This design comes from an exercise in tuning for small area, a short achievable clock period and few clock cycles per item on the open sky130 flow, not from production work.
Where RTL was checked, it was by simulation tests only, not by an equivalence proof against the original.
Function not checked in runs 1 and 4 to 7: the RTL went through the layout flow alone.
Power is estimated from default activity; no workload was simulated.

===== flow/design.v =====
`timescale 1ns / 1ps
module NN
    # (parameter DATAWIDTH = 32)
    (
    input wire signed[31:0] input_1,
    input wire signed[31:0] input_2,
    input wire clk,
    input wire resetn,
    input wire enable,
    output reg signed[31:0] final_output,
    output reg total_ovf,
    output reg total_zero,
    output reg[2:0] ovf_fsm_state,
    output reg[2:0] zero_fsm_state,
    output wire ready,
    output reg done
);
function gt_const31(input [30:0] x, input [30:0] c);
    integer k;
    reg g;
    begin
        g = 1'b0;
        for (k = 0; k < 31; k = k + 1)
            g = c[k] ? (x[k] & g) : (x[k] | g);
        gt_const31 = g;
    end
endfunction
wire [30:0] i1o = {1'b0, ~input_1[31], input_1[30:2]};
wire [30:0] i2o = {~input_2[31], input_2[30:1]};
wire r3 = !gt_const31(i1o, ((357913941) + 31'sd536870912)) &&  gt_const31(i1o, ((-357913941) + 31'sd536870912)) &&
          !gt_const31(i2o, ((429496729) + 32'sd1073741824)) &&  gt_const31(i2o, ((-429496730) + 32'sd1073741824));
wire r4 = !gt_const31(i1o, ((44739243) + 31'sd536870912)) &&  gt_const31(i1o, ((-44739242) + 31'sd536870912)) &&
          !gt_const31(i2o, ((42949673) + 32'sd1073741824)) &&  gt_const31(i2o, ((-42949673) + 32'sd1073741824));
wire z3 = (input_1[31:2] == 30'd0) || (input_2[31:1] == 31'd0);
wire z4 = (input_1[31:2] == 30'd89478486) || (input_1[31:2] == (30'h3FFFFFFF & -30'sd178956970)) ||
          (input_2[31:1] == (31'h7FFFFFFF & -31'sd429496729));
wire [31:0] na = ~input_1;
wire [31:0] nb = ~input_2;
wire [31:0] q1 = {na[30:2], 3'b000};
wire [31:0] q2 = {na[29:2], 4'b0000};
wire [31:0] q3 = {nb[29:1], 3'b000};
wire [31:0] q4 = {nb[28:1], 4'b0000};
wire [31:0] q5 = {nb[31], nb[31:1]};
wire [31:0] qk = 32'd82;
wire [31:0] s1 = q1 ^ q3 ^ q5;
wire [31:0] c1 = ((q1 & q3) | (q1 & q5) | (q3 & q5)) << 1;
wire [31:0] s2 = s1 ^ c1 ^ q2;
wire [31:0] c2 = ((s1 & c1) | (s1 & q2) | (c1 & q2)) << 1;
wire [31:0] s3 = s2 ^ c2 ^ q4;
wire [31:0] c3 = ((s2 & c2) | (s2 & q4) | (c2 & q4)) << 1;
wire [31:0] s4 = s3 ^ c3 ^ qk;
wire [31:0] c4 = ((s3 & c3) | (s3 & qk) | (c3 & qk)) << 1;
wire [31:0] pg_p = s4 ^ c4;
wire [31:0] pg_g = s4 & c4;
wire [31:0] gl [0:5];
wire [31:0] pl [0:5];
assign gl[0] = pg_g;
assign pl[0] = pg_p;
genvar lv, bi;
generate
    for (lv = 0; lv < 5; lv = lv + 1) begin : PREFIX
        for (bi = 0; bi < 32; bi = bi + 1) begin : BIT
            if (bi & (1 << lv)) begin : COMB
                assign gl[lv+1][bi] = gl[lv][bi] | (pl[lv][bi] & gl[lv][((bi >> lv) << lv) - 1]);
                assign pl[lv+1][bi] = pl[lv][bi] & pl[lv][((bi >> lv) << lv) - 1];
            end else begin : PASS
                assign gl[lv+1][bi] = gl[lv][bi];
                assign pl[lv+1][bi] = pl[lv][bi];
            end
        end
    end
endgenerate
wire [31:0] w = pg_p ^ {gl[5][30:0], 1'b0};
reg [31:0] w_q;
reg r3_q, r4_q, z3_q, z4_q;
always @(posedge clk) begin
    w_q  <= w;
    r3_q <= r3;
    r4_q <= r4;
    z3_q <= z3;
    z4_q <= z4 && r3;
end
always @(posedge clk, negedge resetn) begin
    if (!resetn)
        done <= 1'b0;
    else
        done <= enable;
end
assign ready = 1'b1;
wire u31 = (w_q[31] == w_q[30]);
wire u29 = (w_q[31:28] == 4'b0000) || (w_q[31:28] == 4'b1111);
wire ovf = !(r4_q && u29);
always @(*) begin
    final_output = {~w_q[28:0] | {29{ovf}}, 1'b1, ovf, ovf};
    total_ovf = ovf;
    total_zero = 1'b0;
    ovf_fsm_state = !r3_q ? 3'd3 : (!r4_q || !u31) ? 3'd4 : !u29 ? 3'd5 : 3'd0;
    zero_fsm_state = z4_q ? 3'd4 : z3_q ? 3'd3 : 3'd0;
end
endmodule

===== flow/flow/run.sh =====
#!/bin/bash
# Own layout flow: the standard ORFS flow (standard.sh, standard synthesis unchanged),
# with the port buffers chosen explicitly instead of the resizer's default pick.
set -euo pipefail
bash standard.sh "BUFFER_PORTS_ARGS=-buffer_cell sky130_fd_sc_hd__buf_2" finish > flow_standard.log 2>&1

===== flow/standard.sh =====
#!/bin/bash
# synth_recipe.tcl (not shown) runs the flow's synth.tcl, then flattens the netlist and writes it again
# the make line also repeats each setting of config.mk as NAME=value (left out here)
make -C /OpenROAD-flow-scripts/flow DESIGN_CONFIG=/design/flow/config.mk WORK_HOME=/design/flow/orfs CLKGATE_MAP_FILE= SYNTH_SCRIPT=/design/flow/synth_recipe.tcl "${@:-finish}"

===== flow/config.mk =====
export PLATFORM = sky130hd
export DESIGN_NAME = NN
export DESIGN_NICKNAME = NN
export VERILOG_FILES = /design/flow/design.v
export SDC_FILE = /design/flow/constraint.sdc
export NUM_CORES = 4
export LEC_CHECK = 0
export CAP_MARGIN = 20
export CORE_MARGIN = 2
export CORE_UTILIZATION = 65
export SLEW_MARGIN = 20

===== flow/constraint.sdc =====
create_clock -name core_clock -period 16.0 [get_ports {clk}]
set_input_delay 3.2000 -clock core_clock [delete_from_list [all_inputs] [get_ports {clk}]]
set_output_delay 3.2000 -clock core_clock [all_outputs]
set_load 0.01 [all_outputs]

==> results of run 1 <==
## worst max-delay path by stage
stage / slack (ps) / startpoint / end / cells past startpoint
2_1_floorplan: 8910 / input_1[6] / w_q[17]$_DFF_P_ / 14
3_3_place_gp: 8350 / input_1[6] / w_q[17]$_DFF_P_ / 15
3_5_place_dp: 8210 / input_1[6] / w_q[17]$_DFF_P_ / 15
4_1_cts: 8530 / input_1[6] / w_q[17]$_DFF_P_ / 15
5_1_grt: 8420 / input_1[6] / w_q[17]$_DFF_P_ / 15
6_report: 8540 / input_1[6] / w_q[17]$_DFF_P_ / 15
## synth_stat cells (6+ instances only)
cell type  number
nor3_1         17
nor2_1         22
inv_1          70
nor2b_1         9
nor4_1          8
fa_1           83
nand4_1        11
buf_4           7
a211oi_1        7
o21ai_0        13
o211ai_1        6
nand2_1        50
a21oi_1        24
ha_1           59
nand3_1        17
xnor2_1        19
dfxtp_1        36
xor2_1          8
a21o_1         10
## flip-flops by register name (all words and copies together), names as in the netlist
| name | flops |
|---|---|
| z3_q | 1 |
| z4_q | 1 |
| w_q | 32 |
| r3_q | 1 |
| done | 1 |
| r4_q | 1 |
## per-stage QoR
step / power, W / cells
6_report: 0.000854 / 746
5_1_grt: 0.000946 / 746
4_1_cts: 0.000857 / 746
3_5_place_dp: 0.000751 / 738
3_3_place_gp: 0.000720 / 738
2_1_floorplan: 0.000612 / 544
## metal layers
metal / track usage [%] / vias to the layer above
met4: 5.64 / 0
met3: 3.38 / 14
met5: 0 / -
met2: 52.2 / 129
li1: - / 2064
met1: 38.2 / 2101
## where the power goes
part / switching, W / total, W / internal (W) / leakage, nW
registers: 0.0000113 / 0.000153 / 0.000142 / 0.314
logic: 0.000333 / 0.000600 / 0.000267 / 2.35
clock network: 0.0000389 / 0.000101 / 0.0000620 / 0.0681
total: 0.000383 / 0.000854 / 0.000471 / 2.73
## cells by family after synthesis
| logic type | share of synthesized area (%) |
|---|---|
| xor gates and xnor gates | 4.56 |
| adders and majority gates | 46.3 |
| and+or+nand+nor | 14.9 |
| DFF | 14.4 |
| other | 0.145 |
| AOI/OAI and AO/OA | 13.4 |
| buffers and inverters | 6.30 |
## worst max-delay path, cell delays in order
cell and delay, ps:
buf_2 160, fa_1 560, fa_1 430, fa_1 500
inv_1 50, ha_1 270, ha_1 340, a21o_1 180
a21oi_1 240, a21oi_1 210, nor3_1 420, o211ai_1 220
a21o_1 230, fa_1 440, xor2_1 190
## area by class of cell
cell class / instances / area [um^2] / share of cell area (%)
clock buffers: 5 / 68.8 / 1.17
repair buffers: 102 / 510 / 8.65
clock inverters: 3 / 65.1 / 1.10
well taps: 102 / 128 / 2.16
inverters: 70 / 263 / 4.45
flip-flops and latches: 37 / 746 / 12.6
multi-input cells: 427 / 4120 / 69.8
==> metrics.md, run 1 <==
| Metric | Value |
|---|---|
| Final Cell Area | `5900 um^2` |
| Die H | `about 93 um` |
| Synthesis Warnings | `1` |
| Fin crit share | `a little under half` |
| Max_cap viols | `0` |
| CTS max path bufs | `2` |
| Num CTS Buffers | `5` |
| Unrepaired setup endpoints after global routing | `false` |
| # Post-CTS Setup Buffers | `0` |
| Diodes inserted | `0` |
| Initial antenna violation count | `0` |
| Setup crit end kind | `register` |
| Clock period minus worst slack | `between 7000 and 8000 ps` |
| Resize count post-CTS | `0` |
| Top layer reached by signal wires | `met4` |
| Io pins | `about 110` |
| F_max | `0.134 GHz` |
| Largest net degree at the start of global routing | `31` |
| Critical path type | `in -> reg` |
| Vias | `approximately 4300` |
| Ratio of cells with drive above 1 in the final layout | `18.5%` |
| Fillers | `just under 600` |
| Row count | `32` |
| Post-route ant nets | `0` |
| Final Hold Fails | `0` |
| Routed metal-1 wirelength | `just over 5 mm` |
| Final setup viols | `0` |
| Post-synth EDFFs | `0` |
| Worst-Margin Slew | `roughly 640 ps` |
| Crit path DAT | `7650 ps` |
| DRC viols | `0` |
| First-pass GRT wire length | `approximately 20 mm` |
| Power per Cell Area | `around 140 nW/um^2` |
| Drt total wl | `11.9 mm` |
| Cells after Synth | `roughly 540` |
| TNS Setup | `0 ps` |
| Pre-Repair DR Iteration Count | `4` |
| Port Buf Inserts | `102` |
| Post-synthesis sequential area ratio | `approximately 14%` |
| Worst-path clk slew | `roughly 90 ps` |
| Slew Limit Fails | `0` |
| Placer Congestion | `0.892` |
| Utilization after layout | `between 70% and 80%` |
| CTS tree | `done` |
| Most common cell after layout, fill and taps aside | `buf_2` |
| Worst hold path type | `in -> async` |
| Fin nets | `~850` |
| Setup WS post-layout | `roughly 8500 ps` |
| Die ar. | `slightly below 9000 um^2` |
| Ranking of synthesized cells by area | `fa_1 32%, ha_1 14%, dfxtp_1 14%` |
| Htree depth | `2` |
| Top FF cell, synth | `dfxtp_1` |
| Clock Root Buffer | `clkbuf_8` |
| Status | `no timing/DRC/antenna violations` |
| Grt ovf | `0` |
| Post-Syn Area per Cell | `~9.6 um^2` |
| Hold Slack | `approximately 2700 ps` |
| Biggest area consumer among synthesized cells | `fa_1` |
| Startpoint Class | `input port` |
| WP data required | `between 15000 and 20000 ps` |
| HPWL Detailed | `between 10 and 15 mm` |
| Peak VDD IR | `approximately 0.00015 V` |
| Commonest non-fill, non-tap cells in the layout | `102 x buf_2, 83 x fa_1, 70 x inv_1` |
| Synth top area share | `32.0%` |
| Die X | `93.3 um` |
| Maximum fanout along the worst path | `6` |
| Drt initial violations | `around 310` |
| DP Worst Slack | `8210 ps` |
| Slew headroom | `between 50% and 60%` |
| Async SR Flop Fraction | `2.70%` |
| Post-Place Cell Area | `a little under 6000 um^2` |
| Core ar. | `~7700 um^2` |
| Leakage power | `around 2.7 nW` |
| Via/cell ratio | `a little under 6` |
| Met2 wire length | `6.16 mm` |
| Post-synthesis cell area | `slightly above 5000 um^2` |
| Met3 WL post-DR | `566 um` |
| Cts-stage hold buffer count | `0` |
| Library cells used by synthesis | `55` |
| Routed WL per cell | `16.0 um` |
| GRT Overall Usage | `29.1%` |
| Starting Density | `67.1%` |
| Vias in the first global route | `between 4000 and 5000` |
| Synth-to-layout area growth | `13.7%` |
| Clock Sink Count | `37` |
| Synthesized flop and latch total | `37` |
==> run 2: changes to the inputs <==
--- a/flow/design.v
+++ b/flow/design.v
@@ -43,14 +43,14 @@
 wire [31:0] q5 = {nb[31], nb[31:1]};
 wire [31:0] qk = 32'd82;
-wire [31:0] s1 = q1 ^ q3 ^ q5;
-wire [31:0] c1 = ((q1 & q3) | (q1 & q5) | (q3 & q5)) << 1;
-wire [31:0] s2 = s1 ^ c1 ^ q2;
-wire [31:0] c2 = ((s1 & c1) | (s1 & q2) | (c1 & q2)) << 1;
-wire [31:0] s3 = s2 ^ c2 ^ q4;
-wire [31:0] c3 = ((s2 & c2) | (s2 & q4) | (c2 & q4)) << 1;
-wire [31:0] s4 = s3 ^ c3 ^ qk;
-wire [31:0] c4 = ((s3 & c3) | (s3 & qk) | (c3 & qk)) << 1;
-wire [31:0] pg_p = s4 ^ c4;
-wire [31:0] pg_g = s4 & c4;
+wire [31:0] sa = q1 ^ q3 ^ q5;
+wire [31:0] ca = ((q1 & q3) | (q1 & q5) | (q3 & q5)) << 1;
+wire [31:0] sb = q2 ^ q4 ^ qk;
+wire [31:0] cb = ((q2 & q4) | (q2 & qk) | (q4 & qk)) << 1;
+wire [31:0] s2 = sa ^ ca ^ sb;
+wire [31:0] c2 = ((sa & ca) | (sa & sb) | (ca & sb)) << 1;
+wire [31:0] s3 = s2 ^ c2 ^ cb;
+wire [31:0] c3 = ((s2 & c2) | (s2 & cb) | (c2 & cb)) << 1;
+wire [31:0] pg_p = s3 ^ c3;
+wire [31:0] pg_g = s3 & c3;
 wire [31:0] gl [0:5];
 wire [31:0] pl [0:5];
==> run 2 against run 1 <==
Net effect:
- still clean
- cell count up 15%
- via count rose by 15%
- critical path depth is 3 lower
- utilization shrank 2.6 points
- combinational power hardly changed
- non-clock buffer count increased by 1
- fmax increased by 12%
- first-iteration DRC count fell by 29%
- cell area increased by 7.4%
- sequential share of layout area shrank 0.87 points
- critical path type unchanged
- largest power group unchanged
==> metrics.md, run 2 <==
| Metric | Value |
|---|---|
| Status | `no timing/DRC/antenna violations` |
| Synth top area share | `29.4% (-2.7 points)` |
| CTS tree | `done` |
| Crit path top cell by count | `fa_1` |
| Crit path DAT | `6900 ps (-750 ps)` |
| Power per Cell Area | `129 nW/um^2 (-11%)` |
| Core ar. | `8590 um^2 (+11%)` |
| Cells after Synth | `649 (+20%)` |
| WP data required | `16240 ps (+60 ps)` |
| Starting Density | `65.9% (-1.3 points)` |
| Cts-stage hold buffer count | `0 (unchanged)` |
| Largest net degree at the start of global routing | `22 (-29%)` |
| Synthesis Warnings | `1 (unchanged)` |
| Unrepaired setup endpoints after global routing | `false` |
| Commonest non-fill, non-tap cells in the layout | `155 x inv_1, 102 x buf_2, 83 x fa_1` |
| Port Buf Inserts | `102 (unchanged)` |
| Vias in the first global route | `5169 (+21%)` |
| Most common cell after layout, fill and taps aside | `inv_1` |
| Initial antenna violation count | `0 (unchanged)` |
| Post-synth EDFFs | `0 (unchanged)` |
| Post-synthesis cell area | `5660 um^2 (+9.1%)` |
| TNS Setup | `0 ps (unchanged)` |
| Slew Limit Fails | `0 (unchanged)` |
| Resize count post-CTS | `0 (unchanged)` |
| Non-Filler Instances | `859 (+15%)` |
| Leakage power | `3.10 nW (+14%)` |
| Synthesized flop and latch total | `37 (unchanged)` |
| Ratio of cells with drive above 1 in the final layout | `16.0% (-2.5 points)` |
| Worst-Margin Slew | `524 ps (-117 ps)` |
| Placer Congestion | `0.952 (+6.7%)` |
| Library cells used by synthesis | `60 (+9.1%)` |
| GRT Overall Usage | `31.1% (+2.1 points)` |
| Synth-to-layout area growth | `11.9%` |
| CP max-delay cell | `fa_1` |
| Dpl cells | `851 (+15%)` |
| Num CTS Buffers | `5 (unchanged)` |
| Via/cell ratio | `5.77 (about the same)` |
| Htree depth | `2 (unchanged)` |
| Top FF cell, synth | `dfxtp_1` |
| Io pins | `109 (unchanged)` |
| Worst path buffer plus inverter count | `3 (+1)` |
| CTS max path bufs | `2 (unchanged)` |
| Ranking of synthesized cells by area | `fa_1 29%, ha_1 13%, dfxtp_1 13%` |
| Crit path to | `w_q[16]$_DFF_P_` |
| Critical path type | `in -> reg` |
| Top reg by flops | `w_q` |
| Worst hold path type | `in -> async` |
| Critical Path Source | `input_1[5]` |
| Top delay family on crit path | `adder cells` |
| Row count | `34 (+6.3%)` |
| HPWL Detailed | `12.0 mm (+19%)` |
| Post-Place Cell Area | `6250 um^2 (+8.4%)` |
| DRC viols | `0 (unchanged)` |
| Startpoint Class | `input port` |
| Post-route ant nets | `0 (unchanged)` |
| Commonest cells in the netlist | `155 x inv_1, 83 x fa_1, 60 x ha_1` |
| Largest stage delay on the critical path | `530 ps (-30 ps)` |
| Vias | `4956 (+15%)` |
| Post-synthesis sequential area ratio | `13.2% (-1.2 points)` |
| Clock Root Buffer | `clkbuf_8` |
| Critical-path cell list | `buf_2, fa_1, inv_1, fa_1, fa_1, ha_1, and4b_1, o31a_1, a22o_4, a211oi_2, fa_1, inv_1` |
| Post-Syn Area per Cell | `8.72 um^2 (-8.7%)` |
| Fin nets | `960 (+13%)` |
| Clock period minus worst slack | `6660 ps (-806 ps)` |
| Final Hold Fails | `0 (unchanged)` |
| Critical Path Stages | `12 (-3)` |
| Count leader, synth | `inv_1` |
| Max_cap viols | `0 (unchanged)` |
| Grt ovf | `0 (unchanged)` |
| F_max | `0.150 GHz (+12%)` |
| Final Cell Area | `6330 um^2 (+7.4%)` |
| Die ar. | `9470 um^2 (+8.7%)` |
| Final setup viols | `0 (unchanged)` |
| Setup crit end kind | `register` |
| Drt initial violations | `223 (-29%)` |
| First-pass GRT wire length | `23.9 mm (+20%)` |
| Clock Sink Count | `37 (unchanged)` |
| Drt total wl | `13.9 mm (+17%)` |
| Slew headroom | `64.9% (+7.6 points)` |
| Die H | `97.3 um (+4.3%)` |
| Routed WL per cell | `16.2 um (+1.5%)` |
| Maximum fanout along the worst path | `5 (-1)` |
| Hold Slack | `2660 ps (+4.81 ps)` |
| Max FFs per register | `32 (unchanged)` |
| Async SR Flop Fraction | `2.70% (unchanged)` |
| Diodes inserted | `0 (unchanged)` |
| # Post-CTS Setup Buffers | `0 (unchanged)` |
| Die X | `97.3 um (+4.3%)` |
| Total Power | `0.000814 W (-4.7%)` |
| Biggest area consumer among synthesized cells | `fa_1` |
| Fillers | `685 (+15%)` |
| Pre-Repair DR Iteration Count | `4 (unchanged)` |
| Worst-path clk slew | `80 ps (about the same)` |
| Fin crit share | `41.6% (-5.0 points)` |
| Peak VDD IR | `0.000101 V (-34%)` |
[run 2: cell types whose count changed after synthesis, moves of 3 or more]
cell / previous run / this run
a21boi_0: 3 / 0
a21o_1: 10 / 2
inv_1: 70 / 155
nand2_1: 50 / 54
nand2b_1: 3 / 7
nand3_1: 17 / 13
nand3b_1: 0 / 4
nand4_1: 11 / 19
nor3_1: 17 / 5
nor4_1: 8 / 13
o21ai_0: 13 / 23
o21bai_1: 5 / 1
or4_1: 2 / 5
[run 2: how the worst min path moves through the flow]
stage                     slack, ps             end   start
after global placement         2970  done$_DFF_PN0_  resetn
after floorplan                2900  done$_DFF_PN0_  resetn
final                          2660  done$_DFF_PN0_  resetn
after global routing           2650  done$_DFF_PN0_  resetn
after detailed placement       2980  done$_DFF_PN0_  resetn
after CTS                      2660  done$_DFF_PN0_  resetn
[run 2: kinds of logic after synthesis]
| kind of cell | after synthesis | share of synthesized area, % |
|---|---|---|
| AO/OA/AOI/OAI | 110 | 13.6 |
| XOR/XNOR | 25 | 3.87 |
| AND/OR/NAND/NOR | 167 | 15.1 |
| other | 2 | 0.133 |
| adder cells (fa/ha/maj) | 143 | 42.6 |
| buffers and inverters | 165 | 11.4 |
| flip-flops | 37 | 13.2 |
[run 2: stage by stage]
stage / utilization (%) / setup slack, ps
after floorplan: - / 9450
after global placement: 72.8 / 9070
after detailed placement: 72.8 / 9100
after CTS: 73.7 / 9360
after global routing: 73.7 / 9200
final: 73.7 / 9340
[run 2: layout make-up]
type,instances,area [um^2],share of cell area (%)
Tap cell,108,135,2.13
Timing Repair Buffer,103,518,8.18
Sequential cell,37,746,11.8
Inverter,155,582,9.18
Multi-Input combinational cell,448,4270,67.4
Clock buffer,6,72.6,1.15
Clock inverter,2,10.0,0.158
[run 2: power by group]
group           total, W  internal, W  switching [W]
clock          0.0000669    0.0000303      0.0000366
sequential      0.000150     0.000139      0.0000110
combinational   0.000597     0.000253       0.000343
total           0.000814     0.000423       0.000391
[run 2: metal layers]
| metal | GRT usage, % | vias up | routed length [um] |
|---|---|---|---|
| met5 | 0 | - | 0 |
| li1 | - | 2343 | - |
| met3 | 5.18 | 28 | 795 |
| met2 | 54.1 | 175 | 6830 |
| met4 | 9.62 | 0 | 340 |
| met1 | 40.1 | 2410 | 5950 |
Testbench counts of run 2, summed over its fixed seeds: cycles 2,400, items 2,400.
==> run 3: changes to the inputs <==
==> flow/flow/run.sh (replaced) <==
#!/bin/bash
# Own layout flow: the standard ORFS flow (standard.sh, standard synthesis unchanged),
# with the port buffers chosen explicitly instead of the resizer's default pick.
set -euo pipefail
bash standard.sh "BUFFER_PORTS_ARGS=-buffer_cell sky130_fd_sc_hd__buf_2" SETUP_SLACK_MARGIN=10 finish > flow_standard.log 2>&1
==> run 3 against run 2 <==
Net effect:
- cell area up 9.7%
- critical path depth unchanged
- die area unchanged
- sequential power about the same
- critical path type unchanged
- largest cell class unchanged
==> metrics.md, run 3 <==
| Metric | Value |
|---|---|
| Status | `no timing/DRC/antenna violations` |
| Max FFs per register | `32 (unchanged)` |
| Clock period minus worst slack | `6460 ps (-198 ps)` |
| Placer Congestion | `0.946 (-0.63%)` |
| Slew Limit Fails | `0 (unchanged)` |
| Vias | `5177 (+4.5%)` |
| First-pass GRT wire length | `24.6 mm (+2.9%)` |
| Post-synthesis sequential area ratio | `13.2% (unchanged)` |
| Biggest area consumer among synthesized cells | `fa_1` |
| Leakage power | `3.34 nW (+7.7%)` |
| Synthesized flop and latch total | `37 (unchanged)` |
| Htree depth | `2 (unchanged)` |
| Port Buf Inserts | `102 (unchanged)` |
| Post-synthesis mux area share | `0% (unchanged)` |
| Drt total wl | `15.3 mm (+10%)` |
| Cells after Synth | `649 (unchanged)` |
| Vias in the first global route | `5278 (+2.1%)` |
| Post-Synth Adder-Cell Area | `42.6% (unchanged)` |
| Top FF cell, synth | `dfxtp_1` |
| Fin crit share | `40.4% (-1.2 points)` |
| Critical Path Source | `input_1[5]` |
| Via/cell ratio | `5.86 (+1.6%)` |
| Synth-to-layout area growth | `22.8%` |
| Final Hold Fails | `0 (unchanged)` |
| Final setup viols | `0 (unchanged)` |
| Grt ovf | `0 (unchanged)` |
| Final Cell Area | `6950 um^2 (+9.7%)` |
| Post-Synth XOR/XNOR Area | `3.87% (unchanged)` |
| Starting Density | `65.9% (unchanged)` |
| CTS tree | `done` |
| Post-synthesis compound-gate area fraction | `13.6% (unchanged)` |
| WP data required | `16250 ps (about the same)` |
| Slew headroom | `62.5% (-2.3 points)` |
| Startpoint Class | `input port` |
| Ranking of synthesized cells by area | `fa_1 29%, ha_1 13%, dfxtp_1 13%` |
| Total Power | `0.00103 W (+27%)` |
| Post-synth EDFFs | `0 (unchanged)` |
| Commonest non-fill, non-tap cells in the layout | `154 x inv_1, 91 x buf_2, 82 x fa_1` |
| Dpl cells | `851 (unchanged)` |
| Power per Cell Area | `148 nW/um^2 (+15%)` |
| Initial antenna violation count | `0 (unchanged)` |
| Crit path DAT | `6700 ps (-200 ps)` |
| Num CTS Buffers | `5 (unchanged)` |
| F_max | `0.155 GHz (+3.1%)` |
| Clock Root Buffer | `clkbuf_8` |
| Diodes inserted | `0 (unchanged)` |
| Worst hold path type | `in -> async` |
| Crit path to | `w_q[16]$_DFF_P_` |
| Core ar. | `8590 um^2 (unchanged)` |
| Largest family of logic cells by synthesized area | `adder cells` |
| DRC viols | `0 (unchanged)` |
| Peak VDD IR | `0.0000989 V (-2.3%)` |
| Die ar. | `9470 um^2 (unchanged)` |
| Die H | `97.3 um (unchanged)` |
| Worst-Margin Slew | `556 ps (+32.8 ps)` |
| Non-Filler Instances | `883 (+2.8%)` |
| CTS max path bufs | `2 (unchanged)` |
| Post-Syn Area per Cell | `8.72 um^2 (unchanged)` |
| Count leader, synth | `inv_1` |
| Drt initial violations | `296 (+33%)` |
| Maximum fanout along the worst path | `3 (-2)` |
| HPWL Detailed | `12.0 mm (-0.39%)` |
| Io pins | `109 (unchanged)` |
| Top reg by flops | `w_q` |
| Largest net degree at the start of global routing | `22 (unchanged)` |
| Ratio of cells with drive above 1 in the final layout | `24.4% (+8.4 points)` |
| Simple-gate share of the synthesized area | `15.1% (unchanged)` |
| GRT Overall Usage | `32.1% (+0.94 points)` |
| Hold Slack | `2660 ps (-4.57 ps)` |
| Die X | `97.3 um (unchanged)` |
| Pre-Repair DR Iteration Count | `5 (+1)` |
| Row count | `34 (unchanged)` |
| Routed WL per cell | `17.4 um (+7.2%)` |
| TNS Setup | `0 ps (unchanged)` |
| Max_cap viols | `0 (unchanged)` |
| Worst-path clk slew | `80 ps (about the same)` |
| Synthesis Warnings | `1 (unchanged)` |
| Critical path type | `in -> reg` |
| Setup crit end kind | `register` |
| Library cells used by synthesis | `60 (unchanged)` |
| Unrepaired setup endpoints after global routing | `true` |
| Post-Place Cell Area | `6360 um^2 (+1.7%)` |
| Post-synthesis cell area | `5660 um^2 (unchanged)` |
| Most common cell after layout, fill and taps aside | `inv_1` |
| Synth top area share | `29.4% (unchanged)` |
| Clock Sink Count | `37 (unchanged)` |
| Fin nets | `984 (+2.5%)` |
| Async SR Flop Fraction | `2.70% (unchanged)` |
| Post-route ant nets | `0 (unchanged)` |
| Commonest cells in the netlist | `155 x inv_1, 83 x fa_1, 60 x ha_1` |
run 3: cell counts after synthesis:
Identical to the previous run, type by type.
run 3: critical path: stages:
cell and delay [ps]:
buf_8 100, fa_1 540, inv_1 60, fa_1 470, fa_1 550, ha_4 210
and4b_1 210, o31a_1 320, a22o_4 270, a211oi_4 280, fa_1 420, inv_1 60
run 3: area by class of cell:
type | count | area (um^2)
clock buffer | 6 | 72.6
clock inverter | 2 | 10.0
fill | 577 | 1650
inverter | 155 | 582
multi-input combinational | 448 | 4620
sequential | 37 | 746
tap | 108 | 135
timing repair buffer | 127 | 779
run 3: worst min-delay path by stage:
| stage | end | slack, ps |
|---|---|---|
| 3_5_place_dp | done$_DFF_PN0_ | 2980 |
| 6_report | done$_DFF_PN0_ | 2660 |
| 3_3_place_gp | done$_DFF_PN0_ | 2970 |
| 5_1_grt | done$_DFF_PN0_ | 2650 |
| 4_1_cts | done$_DFF_PN0_ | 2660 |
| 2_1_floorplan | done$_DFF_PN0_ | 2900 |
run 3: cell families after synthesis:
logic type,Yosys count
AO/OA/AOI/OAI,110
other,2
adder cells (fa/ha/maj),143
flip-flops,37
XOR/XNOR,25
AND/OR/NAND/NOR,167
buffers and inverters,165
run 3: timing repair:
item	4_1_cts	5_1_grt
endpoints found under the setup margin	22	24
setup buffers	9	15
gates resized for setup	42	40
pin swaps	18	24
hold buffers	0	0
run 3: stage by stage:
stage / worst slack (ps) / util [%]
CTS: 9530 / 77.8
floorplan: 9530 / -
detailed placement: 9020 / 74.0
finish: 9540 / 80.9
global placement: 9090 / 74.0
global route: 9450 / 80.9
run 3: power breakdown:
| group | total, W | internal [W] | switching (W) | leakage [nW] |
|---|---|---|---|---|
| clock | 0.0000668 | 0.0000303 | 0.0000366 | 0.0450 |
| sequential | 0.000151 | 0.000139 | 0.0000118 | 0.314 |
| combinational | 0.000813 | 0.000373 | 0.000440 | 2.98 |
| total | 0.00103 | 0.000543 | 0.000488 | 3.34 |
run 3: metal layers:
metal | global-route usage (%) | wire length [um] | vias to the layer above
met1 | 42.0 | 6250 | 2529
met3 | 4.24 | 957 | 26
met2 | 56.0 | 7850 | 231
met4 | 9.40 | 266 | 0
li1 | - | - | 2391
met5 | 0 | 0 | -
==> run 4: changes to the inputs <==
--- a/flow/design.v
+++ b/flow/design.v
@@ -35,22 +35,20 @@
 wire z4 = (input_1[31:2] == 30'd89478486) || (input_1[31:2] == (30'h3FFFFFFF & -30'sd178956970)) ||
           (input_2[31:1] == (31'h7FFFFFFF & -31'sd429496729));
-wire [31:0] na = ~input_1;
-wire [31:0] nb = ~input_2;
-wire [31:0] q1 = {na[30:2], 3'b000};
-wire [31:0] q2 = {na[29:2], 4'b0000};
-wire [31:0] q3 = {nb[29:1], 3'b000};
-wire [31:0] q4 = {nb[28:1], 4'b0000};
-wire [31:0] q5 = {nb[31], nb[31:1]};
-wire [31:0] qk = 32'd82;
-wire [31:0] sa = q1 ^ q3 ^ q5;
-wire [31:0] ca = ((q1 & q3) | (q1 & q5) | (q3 & q5)) << 1;
-wire [31:0] sb = q2 ^ q4 ^ qk;
-wire [31:0] cb = ((q2 & q4) | (q2 & qk) | (q4 & qk)) << 1;
+wire [31:0] t1 = {input_1[30:2], 3'b111};
+wire [31:0] t2 = {input_1[29:2], 4'b1111};
+wire [31:0] t3 = {input_2[29:1], 3'b111};
+wire [31:0] t4 = {input_2[28:1], 4'b1111};
+wire [31:0] t5 = {input_2[31], input_2[31:1]};
+wire [31:0] tk = ~32'd82;
+wire [31:0] sa = t1 ^ t3 ^ t5;
+wire [31:0] ca = {((t1 & t3) | (t1 & t5) | (t3 & t5)), 1'b1};
+wire [31:0] sb = t2 ^ t4 ^ tk;
+wire [31:0] cb = {((t2 & t4) | (t2 & tk) | (t4 & tk)), 1'b1};
 wire [31:0] s2 = sa ^ ca ^ sb;
-wire [31:0] c2 = ((sa & ca) | (sa & sb) | (ca & sb)) << 1;
+wire [31:0] c2 = {((sa & ca) | (sa & sb) | (ca & sb)), 1'b1};
 wire [31:0] s3 = s2 ^ c2 ^ cb;
-wire [31:0] c3 = ((s2 & c2) | (s2 & cb) | (c2 & cb)) << 1;
+wire [31:0] c3 = {((s2 & c2) | (s2 & cb) | (c2 & cb)), 1'b1};
 wire [31:0] pg_p = s3 ^ c3;
-wire [31:0] pg_g = s3 & c3;
+wire [31:0] pg_g = ~(s3 | c3);
 wire [31:0] gl [0:5];
 wire [31:0] pl [0:5];
==> flow/flow/run.sh (replaced) <==
#!/bin/bash
# Own layout flow: the standard ORFS flow (standard.sh, standard synthesis unchanged),
# with the port buffers chosen explicitly instead of the resizer's default pick.
set -euo pipefail
bash standard.sh "BUFFER_PORTS_ARGS=-buffer_cell sky130_fd_sc_hd__buf_2" finish > flow_standard.log 2>&1
==> run 4 against run 3 <==
Net effect:
- cell count shrank 3.4%
- cell area down 9.5%
- die area down 1.3%
- power is 27% lower
- worst hold slack worse by 5.1 ps
- flip-flop and latch count unchanged
- global-route usage down 1.8 points
- count of clock-buffer cells in the layout decreased by 1
- combinational power down 36%
- first-iteration DRC count decreased by 4.7%
- critical path type unchanged
- largest cell class unchanged
==> metrics.md, run 4 <==
| Metric | Value |
|---|---|
| Library cells used by synthesis | `55 (-8.3%)` |
| DRC viols | `0 (unchanged)` |
| Drt initial violations | `282 (-4.7%)` |
| Die ar. | `9340 um^2 (-1.3%)` |
| Peak VDD IR | `0.000128 V (+29%)` |
| Post-Syn Area per Cell | `8.64 um^2 (-0.93%)` |
| Worst-path clk slew | `80 ps (about the same)` |
| Resize count post-CTS | `0 (-100%)` |
| Worst-Margin Slew | `630 ps (+73.7 ps)` |
| Leakage power | `3.22 nW (-3.6%)` |
| F_max | `0.145 GHz (-6.6%)` |
| Synthesized flop and latch total | `37 (unchanged)` |
| Grt ovf | `0 (unchanged)` |
| Final setup viols | `0 (unchanged)` |
| Vias | `4860 (-6.1%)` |
| Crit path top cell by count | `fa_1` |
| Placer Congestion | `0.940 (-0.66%)` |
| CTS max path bufs | `2 (unchanged)` |
| Port Buf Inserts | `102 (unchanged)` |
| Post-route ant nets | `0 (unchanged)` |
| Slew headroom | `58.0% (-4.5 points)` |
| Critical path type | `in -> reg` |
| Top reg by flops | `w_q` |
| Worst path buffer plus inverter count | `3 (unchanged)` |
| Worst hold path type | `in -> async` |
| Drt total wl | `13.4 mm (-12%)` |
| Top FF cell, synth | `dfxtp_1` |
| Crit path DAT | `7110 ps (+410 ps)` |
| Die X | `96.7 um (-0.67%)` |
| Fin nets | `961 (-2.3%)` |
| Maximum fanout along the worst path | `7 (+4)` |
| Num CTS Buffers | `5 (unchanged)` |
| Largest net degree at the start of global routing | `18 (-18%)` |
| Slew Limit Fails | `0 (unchanged)` |
| Htree depth | `2 (unchanged)` |
| WP data required | `16200 ps (-50 ps)` |
| Core ar. | `8260 um^2 (-3.9%)` |
| Status | `no timing/DRC/antenna violations` |
| Cts-stage hold buffer count | `0 (unchanged)` |
| Post-synthesis cell area | `5580 um^2 (-1.4%)` |
| Largest stage delay on the critical path | `500 ps (-50 ps)` |
| Routed WL per cell | `15.8 um (-9.1%)` |
| Vias in the first global route | `5171 (-2.0%)` |
| Die H | `96.7 um (-0.67%)` |
| Post-synth EDFFs | `0 (unchanged)` |
| Hold Slack | `2650 ps (-5.06 ps)` |
| Io pins | `109 (unchanged)` |
| Diodes inserted | `0 (unchanged)` |
| Starting Density | `67.6% (+1.7 points)` |
| Commonest cells in the netlist | `169 x inv_1, 77 x fa_1, 70 x ha_1` |
| Final Hold Fails | `0 (unchanged)` |
| Top delay family on crit path | `adder cells` |
| Unrepaired setup endpoints after global routing | `false` |
| Clock period minus worst slack | `6920 ps (+458 ps)` |
| Initial antenna violation count | `0 (unchanged)` |
| Biggest area consumer among synthesized cells | `fa_1` |
| CP max-delay cell | `a311o_2` |
| Most common cell after layout, fill and taps aside | `inv_1` |
| Row count | `33 (-2.9%)` |
| Post-synthesis sequential area ratio | `13.4% (+0.19 points)` |
| Startpoint Class | `input port` |
| Synth-to-layout area growth | `12.6%` |
| Ranking of synthesized cells by area | `fa_1 28%, ha_1 16%, dfxtp_1 13%` |
| Critical-path cell list | `buf_2, fa_1, fa_1, fa_1, inv_1, ha_1, and4b_1, o31a_1, a311o_2, a21boi_0, inv_1, fa_1, xor2_1` |
| Max_cap viols | `0 (unchanged)` |
| Commonest non-fill, non-tap cells in the layout | `169 x inv_1, 102 x buf_2, 77 x fa_1` |
| Clock Sink Count | `37 (unchanged)` |
| CTS tree | `done` |
| Power per Cell Area | `120 nW/um^2 (-19%)` |
| Async SR Flop Fraction | `2.70% (unchanged)` |
| Setup crit end kind | `register` |
| Cells after Synth | `646 (-0.46%)` |
| Via/cell ratio | `5.70 (-2.8%)` |
| Ratio of cells with drive above 1 in the final layout | `15.5% (-8.9 points)` |
| First-pass GRT wire length | `23.2 mm (-5.5%)` |
| Count leader, synth | `inv_1` |
| Synthesis Warnings | `1 (unchanged)` |
| Pre-Repair DR Iteration Count | `5 (unchanged)` |
| Max FFs per register | `32 (unchanged)` |
| GRT Overall Usage | `30.2% (-1.8 points)` |
| Clock Root Buffer | `clkbuf_8` |
| Synth top area share | `27.6% (-1.7 points)` |
| # Post-CTS Setup Buffers | `0 (-9)` |
| Fin crit share | `43.2% (+2.9 points)` |
| TNS Setup | `0 ps (unchanged)` |
| Fillers | `632 (+9.5%)` |
| HPWL Detailed | `11.5 mm (-3.9%)` |
[run 4: cell types whose count changed in the layout (fill, tap and decap cells not counted), moves of 7 or more]
cell and delta:
buf_4 -19, ha_1 +18, inv_1 +15, a21oi_1 +12, buf_2 +11, xor2_1 +11
nor2_1 +10, buf_6 -9, ha_4 -8, nand4_1 -7, nor2b_1 -7
[run 4: path summary, 6_finish.rpt]
check | from | depth (start not counted) | to | slack [ps]
worst max-delay path | input_2[7] | 13 | w_q[17]$_DFF_P_ | 9080
worst min-delay path | resetn | 1 | done$_DFF_PN0_ | 2650
max in group asynchronous | resetn | 1 | done$_DFF_PN0_ | 13270
min in group core_clock | enable | 1 | done$_DFF_PN0_ | 3000
[run 4: cells by family (layout without fill, tap and decap cells)]
logic type	Yosys count	in the layout	synth area share, %
buffers and inverters	179	280	12.5
adders and majority gates	147	147	43.3
and+or+nand+nor	144	144	12.5
AOI/OAI and AO/OA	101	101	12.5
DFF	37	37	13.4
xor gates and xnor gates	36	36	5.65
other	2	3	0.135
[run 4: metrics by stage]
step           instances  total power, W  utilization (%)  area [um^2]  setup slack, ps
3_3_place_gp         845        0.000642             74.7         6170             8780
3_5_place_dp         845        0.000667             74.7         6170             8730
2_1_floorplan        647        0.000543                -         5580             9180
6_report             853        0.000754             76.1         6280             9080
4_1_cts              853        0.000758             76.1         6280             9070
5_1_grt              853        0.000838             76.1         6280             8890
[run 4: cell type report]
class | count | area (um^2) | share of cell area [%]
inverter | 169 | 634 | 10.1
multi-input combinational | 431 | 4140 | 65.9
clock buffer | 5 | 68.8 | 1.09
tap | 105 | 131 | 2.09
timing repair buffer | 103 | 518 | 8.24
sequential | 37 | 746 | 11.9
clock inverter | 3 | 46.3 | 0.737
[run 4: layer usage]
metal	share of wire, %	GRT usage, %
met1	41	37.2
met2	51	54.6
met3	5.7	4.62
met4	2.2	9.32
met5	0	0
[run 4: power breakdown]
part,switching [W],leakage (nW),internal (W)
combinational,0.000291,2.85,0.000226
clock,0.0000403,0.0543,0.0000467
sequential,0.0000108,0.314,0.000139
total,0.000342,3.22,0.000412
==> run 5: changes to the inputs <==
--- a/flow/design.v
+++ b/flow/design.v
@@ -35,20 +35,33 @@
 wire z4 = (input_1[31:2] == 30'd89478486) || (input_1[31:2] == (30'h3FFFFFFF & -30'sd178956970)) ||
           (input_2[31:1] == (31'h7FFFFFFF & -31'sd429496729));
-wire [31:0] t1 = {input_1[30:2], 3'b111};
-wire [31:0] t2 = {input_1[29:2], 4'b1111};
-wire [31:0] t3 = {input_2[29:1], 3'b111};
-wire [31:0] t4 = {input_2[28:1], 4'b1111};
-wire [31:0] t5 = {input_2[31], input_2[31:1]};
-wire [31:0] tk = ~32'd82;
-wire [31:0] sa = t1 ^ t3 ^ t5;
-wire [31:0] ca = {((t1 & t3) | (t1 & t5) | (t3 & t5)), 1'b1};
-wire [31:0] sb = t2 ^ t4 ^ tk;
-wire [31:0] cb = {((t2 & t4) | (t2 & tk) | (t4 & tk)), 1'b1};
+wire [31:0] na = ~input_1;
+wire [31:0] nb = ~input_2;
+wire [31:0] q1 = {na[30:2], 3'b000};
+wire [31:0] q2 = {na[29:2], 4'b0000};
+wire [31:0] q3 = {nb[29:1], 3'b000};
+wire [31:0] q4 = {nb[28:1], 4'b0000};
+wire [31:0] q5 = {nb[31], nb[31:1]};
+wire [31:0] qk = 32'd82;
+wire [31:0] sa = q1 ^ q3 ^ q5;
+wire [31:0] ca = ((q1 & q3) | (q1 & q5) | (q3 & q5)) << 1;
+wire [31:0] sb = q2 ^ q4 ^ qk;
+wire [31:0] cb = ((q2 & q4) | (q2 & qk) | (q4 & qk)) << 1;
 wire [31:0] s2 = sa ^ ca ^ sb;
-wire [31:0] c2 = {((sa & ca) | (sa & sb) | (ca & sb)), 1'b1};
+wire [31:0] c2 = ((sa & ca) | (sa & sb) | (ca & sb)) << 1;
 wire [31:0] s3 = s2 ^ c2 ^ cb;
-wire [31:0] c3 = {((s2 & c2) | (s2 & cb) | (c2 & cb)), 1'b1};
-wire [31:0] pg_p = s3 ^ c3;
-wire [31:0] pg_g = ~(s3 | c3);
+wire [31:0] c3 = ((s2 & c2) | (s2 & cb) | (c2 & cb)) << 1;
+reg [31:0] s3_q, c3_q;
+reg r3_q, r4_q, z3_q, z4_q;
+reg en_q;
+always @(posedge clk) begin
+    s3_q <= s3;
+    c3_q <= c3;
+    r3_q <= r3;
+    r4_q <= r4;
+    z3_q <= z3;
+    z4_q <= z4 && r3;
+end
+wire [31:0] pg_p = s3_q ^ c3_q;
+wire [31:0] pg_g = s3_q & c3_q;
 wire [31:0] gl [0:5];
 wire [31:0] pl [0:5];
@@ -70,29 +83,33 @@
 endgenerate
 wire [31:0] w = pg_p ^ {gl[5][30:0], 1'b0};
-reg [31:0] w_q;
-reg r3_q, r4_q, z3_q, z4_q;
+wire u31 = (w[31] == w[30]);
+wire u29 = (w[31:28] == 4'b0000) || (w[31:28] == 4'b1111);
+wire ovf = !(r4_q && u29);
+reg [28:0] res_q;
+reg ovf_q;
+reg [2:0] ovf_st_q;
+reg [2:0] zero_st_q;
 always @(posedge clk) begin
-    w_q  <= w;
-    r3_q <= r3;
-    r4_q <= r4;
-    z3_q <= z3;
-    z4_q <= z4 && r3;
+    res_q <= ~w[28:0] | {29{ovf}};
+    ovf_q <= ovf;
+    ovf_st_q <= !r3_q ? 3'd3 : (!r4_q || !u31) ? 3'd4 : !u29 ? 3'd5 : 3'd0;
+    zero_st_q <= z4_q ? 3'd4 : z3_q ? 3'd3 : 3'd0;
 end
 always @(posedge clk, negedge resetn) begin
-    if (!resetn)
+    if (!resetn) begin
+        en_q <= 1'b0;
         done <= 1'b0;
-    else
-        done <= enable;
+    end else begin
+        en_q <= enable;
+        done <= en_q;
+    end
 end
 assign ready = 1'b1;
-wire u31 = (w_q[31] == w_q[30]);
-wire u29 = (w_q[31:28] == 4'b0000) || (w_q[31:28] == 4'b1111);
-wire ovf = !(r4_q && u29);
 always @(*) begin
-    final_output = {~w_q[28:0] | {29{ovf}}, 1'b1, ovf, ovf};
-    total_ovf = ovf;
+    final_output = {res_q, 1'b1, ovf_q, ovf_q};
+    total_ovf = ovf_q;
     total_zero = 1'b0;
-    ovf_fsm_state = !r3_q ? 3'd3 : (!r4_q || !u31) ? 3'd4 : !u29 ? 3'd5 : 3'd0;
-    zero_fsm_state = z4_q ? 3'd4 : z3_q ? 3'd3 : 3'd0;
+    ovf_fsm_state = ovf_st_q;
+    zero_fsm_state = zero_st_q;
 end
 endmodule
==> run 5 against run 4 <==
Net effect:
- sequential share of layout area grew 15 points
- synthesized cell count grew 4.2%
- largest cell class unchanged
- worst hold slack lost 2300 ps
- worst setup slack gained 1700 ps
- utilization shrank 1.7 points
- via count grew 5.6%
- synthesized area grew 21%
==> metrics.md, run 5 <==
| Metric | Value |
|---|---|
| Slew Limit Fails | `0 (unchanged)` |
| # Post-CTS Setup Buffers | `0 (unchanged)` |
| Crit path DAT | `5440 ps (-1670 ps)` |
| Final setup viols | `0 (unchanged)` |
| Worst-Margin Slew | `894 ps (+264 ps)` |
| Post-Synth Adder-Cell Area | `35.9% (-7.4 points)` |
| Die H | `106 um (+9.5%)` |
| Critical hold path startpoint | `en_q$_DFF_PN0_` |
| Worst hold path type | `reg -> reg` |
| Post-synthesis mux area share | `0% (unchanged)` |
| Count leader, synth | `inv_1` |
| Max_cap viols | `0 (unchanged)` |
| Port Buf Inserts | `102 (unchanged)` |
| Synthesized flop and latch total | `100 (+170%)` |
| Max FFs per register | `32 (unchanged)` |
| Async SR Flop Fraction | `2.00% (-0.70 points)` |
| Top FF cell, synth | `dfxtp_1` |
| CP max-delay cell | `a2111oi_0` |
| Worst skew pair latency | `370 ps` |
| Drt total wl | `14.8 mm (+10%)` |
| TNS Setup | `0 ps (unchanged)` |
| Peak VDD IR | `0.000103 V (-19%)` |
| Slew headroom | `39.8% (-18 points)` |
| Top reg by flops | `s3_q` |
| Largest stage delay on the critical path | `530 ps (+30 ps)` |
| HPWL Detailed | `12.3 mm (+6.7%)` |
| Worst path buffer plus inverter count | `2 (-1)` |
| Commonest non-fill, non-tap cells in the layout | `143 x inv_1, 102 x buf_2, 98 x dfxtp_1` |
| Post-Synth XOR/XNOR Area | `3.25% (-2.4 points)` |
| Post-synth EDFFs | `0 (unchanged)` |
| R2r startpoint | `s3_q[10]$_DFF_P_` |
| Hold Slack | `369 ps (-2280 ps)` |
| Vias in the first global route | `5191 (+0.39%)` |
| Post-route ant nets | `0 (unchanged)` |
| Clock period minus worst slack | `5190 ps (-1720 ps)` |
| Post-synthesis compound-gate area fraction | `10.2% (-2.3 points)` |
| Post-Syn Area per Cell | `10.0 um^2 (+16%)` |
| Row count | `37 (+12%)` |
| Biggest regs | `s3_q: 32 flops, res_q: 29 flops, c3_q: 27 flops` |
| Starting Density | `66.2% (-1.4 points)` |
| Resize count post-CTS | `0 (unchanged)` |
| Cts-stage hold buffer count | `0 (unchanged)` |
| Simple-gate share of the synthesized area | `11.6% (-0.97 points)` |
| Commonest cells in the netlist | `143 x inv_1, 98 x dfxtp_1, 82 x fa_1` |
| Fillers | `786 (+24%)` |
| Library cells used by synthesis | `60 (+9.1%)` |
| Clock Sink Count | `100 (+170%)` |
| Largest family of logic cells by synthesized area | `adder cells` |
| GRT Overall Usage | `28.1% (-2.1 points)` |
| Ratio of cells with drive above 1 in the final layout | `16.5% (+0.95 points)` |
| Largest net degree at the start of global routing | `20 (+2)` |
| Pre-Repair DR Iteration Count | `5 (unchanged)` |
| WP data required | `16250 ps (+50 ps)` |
| Synth top area share | `29.1% (+1.5 points)` |
| Post-synthesis cell area | `6740 um^2 (+21%)` |
| Diodes inserted | `0 (unchanged)` |
| Post-synthesis sequential area ratio | `29.9% (+16 points)` |
| Io pins | `109 (unchanged)` |
| Initial antenna violation count | `0 (unchanged)` |
| Critical-path cell list | `buf_2, inv_1, ha_1, nor2b_1, o21ai_0, a2111oi_0, o21ai_0, a2111oi_0, o211ai_1, o211ai_1, a22oi_1` |
| Grt ovf | `0 (unchanged)` |
| Ranking of synthesized cells by area | `dfxtp_1 29%, fa_1 24%, ha_1 12%` |
| Critical Path Source | `input_2[2]` |
| Startpoint Class | `input port` |
| Die X | `106 um (+9.5%)` |
| Clock Root Buffer | `clkbuf_8` |
| Drt initial violations | `351 (+24%)` |
| CTS tree | `done` |
| First-pass GRT wire length | `24.3 mm (+4.9%)` |
| Biggest area consumer among synthesized cells | `dfxtp_1` |
| Clock skew | `between 10 and 15 ps` |
| Vias | `5133 (+5.6%)` |
| Critical path type | `in -> reg` |
| Synthesis Warnings | `1 (unchanged)` |
| F_max | `0.193 GHz (+33%)` |
| Status | `no timing/DRC/antenna violations` |
| Num CTS Buffers | `9 (+4)` |
| Final Hold Fails | `0 (unchanged)` |
| Placer Congestion | `0.917 (-2.4%)` |
| Die ar. | `11200 um^2 (+20%)` |
| Fin crit share | `32.5% (-11 points)` |
| Leakage power | `3.65 nW (+13%)` |
| Unrepaired setup endpoints after global routing | `false` |
| Top delay family on crit path | `compound AO/OA/AOI/OAI gates` |
| CTS max path bufs | `2 (unchanged)` |
| Most common cell after layout, fill and taps aside | `inv_1` |
| Synth-to-layout area growth | `12.4%` |
| Htree depth | `3 (+1)` |
| Worst-path clk slew | `100 ps (+20 ps)` |
| Routed WL per cell | `16.1 um (+2.1%)` |
| Setup crit end kind | `register` |
| DRC viols | `0 (unchanged)` |
| Core ar. | `10200 um^2 (+23%)` |
| Fin nets | `990 (+3.0%)` |
| Maximum fanout along the worst path | `5 (-2)` |
| Via/cell ratio | `5.58 (-2.1%)` |
| Power per Cell Area | `133 nW/um^2 (+11%)` |
| Cells after Synth | `673 (+4.2%)` |
[run 5: cell types whose count changed in the layout (fill, tap and decap cells not counted), moves of 5 or more]
cell      before  now
o21ai_0       16   28
fa_1          77   82
nand2_1       51   36
a211oi_1      12    3
nor2_1        28   15
nor3_1         4   17
dfxtp_1       36   98
ha_1          70   62
nor4_1        16    8
xor2_1        17    9
inv_1        169  143
[run 5: stage by stage]
step	util (%)	worst slack, ps	cell area, um^2	std cells	power (W)
floorplan	-	11100	6740	674	0.000697
global placement	72.2	10490	7350	904	0.000796
detailed placement	72.2	10540	7350	904	0.000824
CTS	74.4	10900	7570	920	0.00101
global route	74.4	10530	7570	920	0.00109
finish	74.4	10810	7570	920	0.00101
[run 5: cell families after synthesis]
group / Yosys count
AO/OA/AOI/OAI: 104
other: 2
AND/OR/NAND/NOR: 146
flip-flops: 100
adder cells (fa/ha/maj): 144
buffers and inverters: 152
XOR/XNOR: 25
[run 5: routing by layer]
| layer | share of wire, % | routed length, um | track usage (%) | vias up |
|---|---|---|---|---|
| li1 | - | - | - | 2403 |
| met1 | 43 | 6440 | 36.8 | 2503 |
| met2 | 48 | 7130 | 46.8 | 199 |
| met3 | 5.6 | 826 | 4.70 | 28 |
| met4 | 2.9 | 425 | 11.4 | 0 |
| met5 | 0 | 0 | 0 | - |
[run 5: cell type report]
type	count	area, um^2	area share, %
multi-input cells	422	4120	54.3
clock inverters	6	95.1	1.26
clock buffers	10	128	1.68
flip-flops and latches	100	2010	26.6
well taps	136	170	2.25
repair buffers	103	518	6.84
inverters	143	537	7.09
[run 5: worst paths after layout]
path / endpoint / slack [ps] / cells after the start
min: done$_DFF_PN0_ / 370 / 0
min reg2reg: done$_DFF_PN0_ / 370 / 0
max in group asynchronous: en_q$_DFF_PN0_ / 13320 / 1
min in group asynchronous: done$_DFF_PN0_ / 2590 / 1
max: r4_q$_DFF_P_ / 10810 / 11
max reg2reg: res_q[16]$_DFF_P_ / 11190 / 17
[run 5: power by group]
part           switching [W]  internal, W  leakage (nW)
clock              0.0000893    0.0000898         0.111
combinational       0.000284     0.000211          2.70
sequential         0.0000222     0.000308         0.837
==> run 6: changes to the inputs <==
--- a/flow/design.v
+++ b/flow/design.v
@@ -17,11 +17,15 @@
 );
 function gt_const31(input [30:0] x, input [30:0] c);
-    integer k;
-    reg g;
+    integer lv, k;
+    reg [31:0] g, e;
     begin
-        g = 1'b0;
-        for (k = 0; k < 31; k = k + 1)
-            g = c[k] ? (x[k] & g) : (x[k] | g);
-        gt_const31 = g;
+        g = {1'b0, x & ~c};
+        e = {1'b1, ~(x ^ c)};
+        for (lv = 1; lv < 32; lv = lv * 2)
+            for (k = 0; k + lv < 32; k = k + 2 * lv) begin
+                g[k] = g[k+lv] | (e[k+lv] & g[k]);
+                e[k] = e[k+lv] & e[k];
+            end
+        gt_const31 = g[0];
     end
 endfunction
==> run 6 against run 5 <==
Net effect:
- still clean
- non-clock buffer count is the same
- worst setup slack gained 330 ps
- cell area increased by 1.3%
- via count grew 0.72%
- critical path type unchanged
==> metrics.md, run 6 <==
| Metric | Value |
|---|---|
| Status | `no timing/DRC/antenna violations` |
| First-pass GRT wire length | `24.7 mm (+1.3%)` |
| Grt ovf | `0 (unchanged)` |
| Reg2reg end | `res_q[27]$_DFF_P_` |
| Largest family of logic cells by synthesized area | `adder cells` |
| Initial antenna violation count | `0 (unchanged)` |
| GRT Overall Usage | `28.0% (-0.13 points)` |
| Total Power | `0.00105 W (+4.3%)` |
| DRC viols | `0 (unchanged)` |
| Die H | `107 um (+0.72%)` |
| Routed WL per cell | `15.9 um (-1.1%)` |
| Top reg by flops | `s3_q` |
| Slew Limit Fails | `0 (unchanged)` |
| Synthesis Warnings | `1 (unchanged)` |
| Io pins | `109 (unchanged)` |
| CTS tree | `done` |
| Crit path DAT | `5110 ps (-330 ps)` |
| Via/cell ratio | `5.59 (+0.18%)` |
| Final setup viols | `0 (unchanged)` |
| Worst hold path type | `reg -> reg` |
| Post-synthesis cell area | `6840 um^2 (+1.5%)` |
| WHS Endpoint | `res_q[1]$_DFF_P_` |
| Fillers | `804 (+2.3%)` |
| Synth top area share | `28.7% (-0.43 points)` |
| Post-Syn Area per Cell | `10.1 um^2 (+0.61%)` |
| Starting Density | `66.6% (+0.39 points)` |
| Setup slack, reg-to-reg | `11290 ps (+100 ps)` |
| Maximum fanout along the worst path | `6 (+1)` |
| Final Hold Fails | `0 (unchanged)` |
| Hold-critical path depth | `1 (+1)` |
| Fin nets | `994 (+0.40%)` |
| Max_cap viols | `0 (unchanged)` |
| Leakage power | `3.58 nW (-2.1%)` |
| WP data required | `16240 ps (about the same)` |
| Worst r2r path cells | `16 (-1)` |
| Post-synthesis sequential area ratio | `29.4% (-0.44 points)` |
| Slew headroom | `43.3% (+3.5 points)` |
| Top FF cell, synth | `dfxtp_1` |
| Post-synth EDFFs | `0 (unchanged)` |
| Worst-path clk slew | `100 ps (about the same)` |
| Synthesized flop and latch total | `100 (unchanged)` |
| Hold Slack | `373 ps (+3.72 ps)` |
| DP Worst Slack | `10850 ps (+310 ps)` |
| Ranking of synthesized cells by area | `dfxtp_1 29%, fa_1 24%, ha_1 11%` |
| HPWL Detailed | `11.9 mm (-2.9%)` |
| Die ar. | `11400 um^2 (+1.5%)` |
| CTS max path bufs | `2 (unchanged)` |
| Setup crit end kind | `register` |
| Count leader, synth | `inv_1` |
| Largest net degree at the start of global routing | `20 (unchanged)` |
| Num CTS Buffers | `9 (unchanged)` |
| Post-Synth XOR/XNOR Area | `3.07% (-0.18 points)` |
| Pre-Repair DR Iteration Count | `5 (unchanged)` |
| Fin crit share | `30.4% (-2.0 points)` |
| Setup WS post-layout | `11130 ps (+325 ps)` |
| TNS Setup | `0 ps (unchanged)` |
| Vias | `5170 (+0.72%)` |
| Critical path type | `in -> reg` |
| Port Buf Inserts | `102 (unchanged)` |
| Biggest area consumer among synthesized cells | `dfxtp_1` |
| Clock period minus worst slack | `4870 ps (-325 ps)` |
| Diodes inserted | `0 (unchanged)` |
| Die X | `107 um (+0.72%)` |
| Core ar. | `10300 um^2 (+0.91%)` |
| Unrepaired setup endpoints after global routing | `false` |
| Worst-Margin Slew | `842 ps (-52.3 ps)` |
| Peak VDD IR | `0.000147 V (+43%)` |
| Non-Filler Instances | `925 (+0.54%)` |
| Vias in the first global route | `5228 (+0.71%)` |
| Cts-stage hold buffer count | `0 (unchanged)` |
| Worst skew pair latency | `380 ps (about the same)` |
| Row count | `37 (unchanged)` |
| Post-synthesis mux area share | `0.366% (+0.37 points)` |
| Library cells used by synthesis | `63 (+5.0%)` |
| Commonest non-fill, non-tap cells in the layout | `132 x inv_1, 102 x buf_2, 98 x dfxtp_1` |
| Async SR Flop Fraction | `2.00% (unchanged)` |
| Clock skew | `20.1 ps (+8.69 ps)` |
| Biggest regs | `s3_q: 32 flops, res_q: 29 flops, c3_q: 27 flops` |
| Commonest cells in the netlist | `132 x inv_1, 98 x dfxtp_1, 83 x fa_1` |
| Post-Synth Adder-Cell Area | `35.3% (-0.60 points)` |
| Power per Cell Area | `137 nW/um^2 (+3.0%)` |
| Max FFs per register | `32 (unchanged)` |
| Drt total wl | `14.7 mm (-0.57%)` |
| Post-route ant nets | `0 (unchanged)` |
| Dpl cells | `909 (+0.55%)` |
| F_max | `0.205 GHz (+6.7%)` |
| Ratio of cells with drive above 1 in the final layout | `16.2% (-0.23 points)` |
| Critical hold path startpoint | `s3_q[1]$_DFF_P_` |
| # Post-CTS Setup Buffers | `0 (unchanged)` |
| Critical-path cell list | `buf_2, or4_1, nor2_1, a21boi_0, o21ai_0, a21oi_1, a221oi_1, nor4bb_1` |
| Clock Sink Count | `100 (unchanged)` |
| Most common cell after layout, fill and taps aside | `inv_1` |
| Largest stage delay on the critical path | `550 ps (+20 ps)` |
| Simple-gate share of the synthesized area | `11.5% (-0.062 points)` |
| Startpoint Class | `input port` |
| Drt initial violations | `356 (+1.4%)` |
| Placer Congestion | `0.937 (+2.2%)` |
| Cells after Synth | `679 (+0.89%)` |
| Clock Root Buffer | `clkbuf_8` |
| Htree depth | `3 (unchanged)` |
| Resize count post-CTS | `0 (unchanged)` |
| CP max-delay cell | `or4_1` |
| Synth-to-layout area growth | `12.2%` |
| Post-synthesis compound-gate area fraction | `11.8% (+1.5 points)` |
| R2r startpoint | `s3_q[19]$_DFF_P_` |
run 6: cell types whose count changed after synthesis, sizes merged, moves of 5 or more:
cell   previous run  this run
inv             143       133
nand4            10        17
nor3             18        11
and3              6         1
nor2             15        25
run 6: worst max-delay path by stage:
| stage | start | end | depth (start not counted) | slack, ps |
|---|---|---|---|---|
| floorplan | input_1[6] | s3_q[7]$_DFF_P_ | 4 | 11140 |
| global placement | input_2[3] | z4_q$_DFF_P_ | 8 | 10830 |
| detailed placement | input_1[15] | r4_q$_DFF_P_ | 8 | 10850 |
| CTS | input_1[15] | r4_q$_DFF_P_ | 8 | 11220 |
| global route | s3_q[6]$_DFF_P_ | res_q[15]$_DFF_P_ | 16 | 10850 |
| finish | input_1[15] | r4_q$_DFF_P_ | 8 | 11130 |
run 6: where the power goes:
| group | leakage, nW | switching [W] | internal (W) | total, W |
|---|---|---|---|---|
| Combinational | 2.62 | 0.000303 | 0.000230 | 0.000533 |
| Clock | 0.114 | 0.0000885 | 0.0000930 | 0.000182 |
| Sequential | 0.837 | 0.0000223 | 0.000312 | 0.000334 |
| Total | 3.58 | 0.000414 | 0.000635 | 0.00105 |
run 6: per-stage QoR:
step / util [%] / area (um^2)
after CTS: 74.7 / 7670
after global placement: 72.5 / 7450
after global routing: 74.7 / 7670
after floorplan: - / 6840
final: 74.7 / 7670
after detailed placement: 72.5 / 7450
run 6: final cells by class:
cell class | count | area (um^2) | share of cell area [%]
clock buffer | 11 | 141 | 1.84
multi-input combinational | 437 | 4250 | 55.4
sequential | 100 | 2010 | 26.2
timing repair buffer | 103 | 518 | 6.75
clock inverter | 5 | 82.6 | 1.08
inverter | 133 | 499 | 6.51
tap | 136 | 170 | 2.22
run 6: worst max-delay path: cells and delay by family:
family | cells | cell delay (ps)
compound gates | 4 | 590
buf+inv | 1 | 150
simple gates | 3 | 1160
run 6: logic make-up after synthesis:
| group | count (synthesis) |
|---|---|
| and+or+nand+nor | 149 |
| adders and majority gates | 143 |
| buffers and inverters | 143 |
| AOI/OAI and AO/OA | 116 |
| DFF | 100 |
| xor gates and xnor gates | 24 |
| other | 2 |
| muxes | 2 |
run 6: metal layers:
layer / track usage, % / wire, um
met1: 36.1 / 6290
met2: 47.8 / 7230
met3: 4.50 / 876
met4: 10.3 / 328
met5: 0 / 0
==> run 7: changes to the inputs <==
==> flow/flow/run.sh (replaced) <==
#!/bin/bash
# Own layout flow: the standard ORFS flow (standard.sh, standard synthesis unchanged),
# with the port buffers chosen explicitly instead of the resizer's default pick.
set -euo pipefail
bash standard.sh "BUFFER_PORTS_ARGS=-buffer_cell sky130_fd_sc_hd__buf_2" SETUP_SLACK_MARGIN=11 finish > flow_standard.log 2>&1
==> run 7 against run 6 <==
Net effect:
- synthesized cell count is the same
- highest routed layer unchanged
- worst hold slack is essentially flat
- worst setup slack lost 4.0 ps
- fmax is essentially flat
- count of clock-buffer cells in the layout is the same
- routed wire length shrank 0.17%
- cell area grew 0.18%
- synthesized area is the same
- clock skew grew 0.90 ps
- still clean
- die area is the same
- clock power is essentially flat
- sequential share of layout area is essentially flat
==> metrics.md, run 7 <==
| Metric | Value |
|---|---|
| Status | `no timing/DRC/antenna violations` |
| Grt ovf | `0 (unchanged)` |
| Non-Filler Instances | `925 (unchanged)` |
| F_max | `0.205 GHz (about the same)` |
| Commonest non-fill, non-tap cells in the layout | `132 x inv_1, 102 x buf_2, 98 x dfxtp_1` |
| Drt total wl | `14.7 mm (-0.17%)` |
| Htree depth | `3 (unchanged)` |
| Routed WL per cell | `15.9 um (-0.17%)` |
| Library cells used by synthesis | `63 (unchanged)` |
| DP Worst Slack | `10850 ps (unchanged)` |
| Biggest regs | `s3_q: 32 flops, res_q: 29 flops, c3_q: 27 flops` |
| Die H | `107 um (unchanged)` |
| Clock Sink Count | `100 (unchanged)` |
| Vias | `5158 (-0.23%)` |
| Fin crit share | `30.5% (about the same)` |
| Async SR Flop Fraction | `2.00% (unchanged)` |
| Placer Congestion | `0.937 (unchanged)` |
| Most common cell after layout, fill and taps aside | `inv_1` |
| Crit path DAT | `5120 ps (about the same)` |
| Top layer reached by signal wires | `met4` |
| Slew headroom | `44.0% (+0.75 points)` |
| Met2 wire length | `7.28 mm (+0.69%)` |
| Post-synthesis cell area | `6840 um^2 (unchanged)` |
| Top FF cell, synth | `dfxtp_1` |
| Worst skew pair latency | `380 ps (about the same)` |
| Port Buf Inserts | `102 (unchanged)` |
| Total Power | `0.00105 W (about the same)` |
| WHS Endpoint | `res_q[1]$_DFF_P_` |
| Critical path type | `in -> reg` |
| CTS max path bufs | `2 (unchanged)` |
| Multi-input gate area | `4260 um^2 (+0.32%)` |
| Post-synthesis sequential area ratio | `29.4% (unchanged)` |
| Cells after Synth | `679 (unchanged)` |
| Worst-path clk slew | `100 ps (about the same)` |
| Io pins | `109 (unchanged)` |
| Setup WS post-layout | `11130 ps (-4.00 ps)` |
| Hold-critical path depth | `1 (unchanged)` |
| Worst hold path type | `reg -> reg` |
| GRT Overall Usage | `28.0% (unchanged)` |
| First-pass GRT wire length | `24.7 mm (unchanged)` |
| Die ar. | `11400 um^2 (unchanged)` |
| Vias in the first global route | `5228 (unchanged)` |
| Top reg by flops | `s3_q` |
| Startpoint Class | `input port` |
| Post-Syn Area per Cell | `10.1 um^2 (unchanged)` |
| # Post-CTS Setup Buffers | `0 (unchanged)` |
| Clock skew | `21.0 ps (+0.895 ps)` |
| Fillers | `806 (+0.25%)` |
| Leakage power | `3.58 nW (about the same)` |
==> run 7: cell types whose count changed in the layout (fill, tap and decap cells not counted) <==
cell	change
nor4_1	-1
o311a_2	+1
nor4b_2	+1
nor4b_1	-1
o311a_1	-1
nor4_2	+1
==> run 7: layout make-up <==
| type | instances | share of cell area, % |
|---|---|---|
| flip-flops and latches | 100 | 26.2 |
| multi-input cells | 437 | 55.5 |
| well taps | 136 | 2.21 |
| clock inverters | 5 | 1.07 |
| inverters | 133 | 6.49 |
| clock buffers | 11 | 1.84 |
| repair buffers | 103 | 6.74 |
==> run 7: metal layers <==
metal	vias up	track usage, %
met4	0	10.3
met2	157	47.8
li1	2475	-
met3	28	4.50
met5	-	0
met1	2498	36.1
==> run 7: how the worst max path moves through the flow <==
stage               cells after the start              end        start
finish                                  8     r4_q$_DFF_P_  input_1[15]
global route                            8     r4_q$_DFF_P_  input_1[15]
CTS                                     8     r4_q$_DFF_P_  input_1[15]
detailed placement                      8     r4_q$_DFF_P_  input_1[15]
global placement                        8     z4_q$_DFF_P_   input_2[3]
floorplan                               4  s3_q[7]$_DFF_P_   input_1[6]
==> run 7: worst max-delay path, cell delays in order <==
cell,delay (ps)
buf_2,150
or4_1,550
nor2_1,180
a21boi_0,180
o21ai_0,90
a21oi_1,200
a221oi_1,110
nor4bb_1,440
==> run 7: logic make-up after synthesis <==
logic type                 Yosys count  share of synthesized area [%]
buffers and inverters              143                           8.51
other                                2                          0.110
and+or+nand+nor                    149                           11.5
xor gates and xnor gates            24                           3.07
DFF                                100                           29.4
muxes                                2                          0.366
AOI/OAI and AO/OA                  116                           11.8
adders and majority gates          143                           35.3
==> run 7: power breakdown <==
group / internal [W] / total [W] / switching (W)
Sequential: 0.000312 / 0.000334 / 0.0000223
Combinational: 0.000230 / 0.000534 / 0.000303
Clock: 0.0000930 / 0.000182 / 0.0000887
Total: 0.000635 / 0.00105 / 0.000414
==> run 7: metrics by stage <==
stage / instance area (um^2) / hold WS, ps
global route: 7690 / 381
global placement: 7450 / 343
detailed placement: 7450 / 352
floorplan: 6840 / 331
CTS: 7670 / 375
finish: 7690 / 373
==> run 7: what timing repair did <==
action / in CTS / in global routing
hold buffers: 0 / 0
setup endpoints to repair: 0 / 21
gates resized for setup: 0 / 3

-- static timing again, ports no longer ideal --
Ports are ideal in the flow. The routed layouts listed here were re-timed in OpenROAD. Step 1, drivers: a clkbuf_16 drives clk and a buf_2 each remaining input, both assumed. Step 2 also shifts input and output timing later by t, the mid clock arrival at the registers, as if the neighbouring blocks saw the same clock. Slacks: ideal / step 1 / step 2; pairs: ideal / step 1.
run	t (ns)	setup slack, ns
run 1	0.332	8.538 / 8.551 / 8.219
run 2	0.324	9.344 / 9.356 / 9.032
run 3	0.331	9.542 / 9.534 / 9.204
run 4	0.340	9.083 / 9.090 / 8.750
run 5	0.399	10.806 / 10.818 / 10.419
run 6	0.404	11.131 / 11.145 / 10.741
run 7	0.403	11.127 / 11.141 / 10.738
After both steps setup and hold are still met in every run listed.
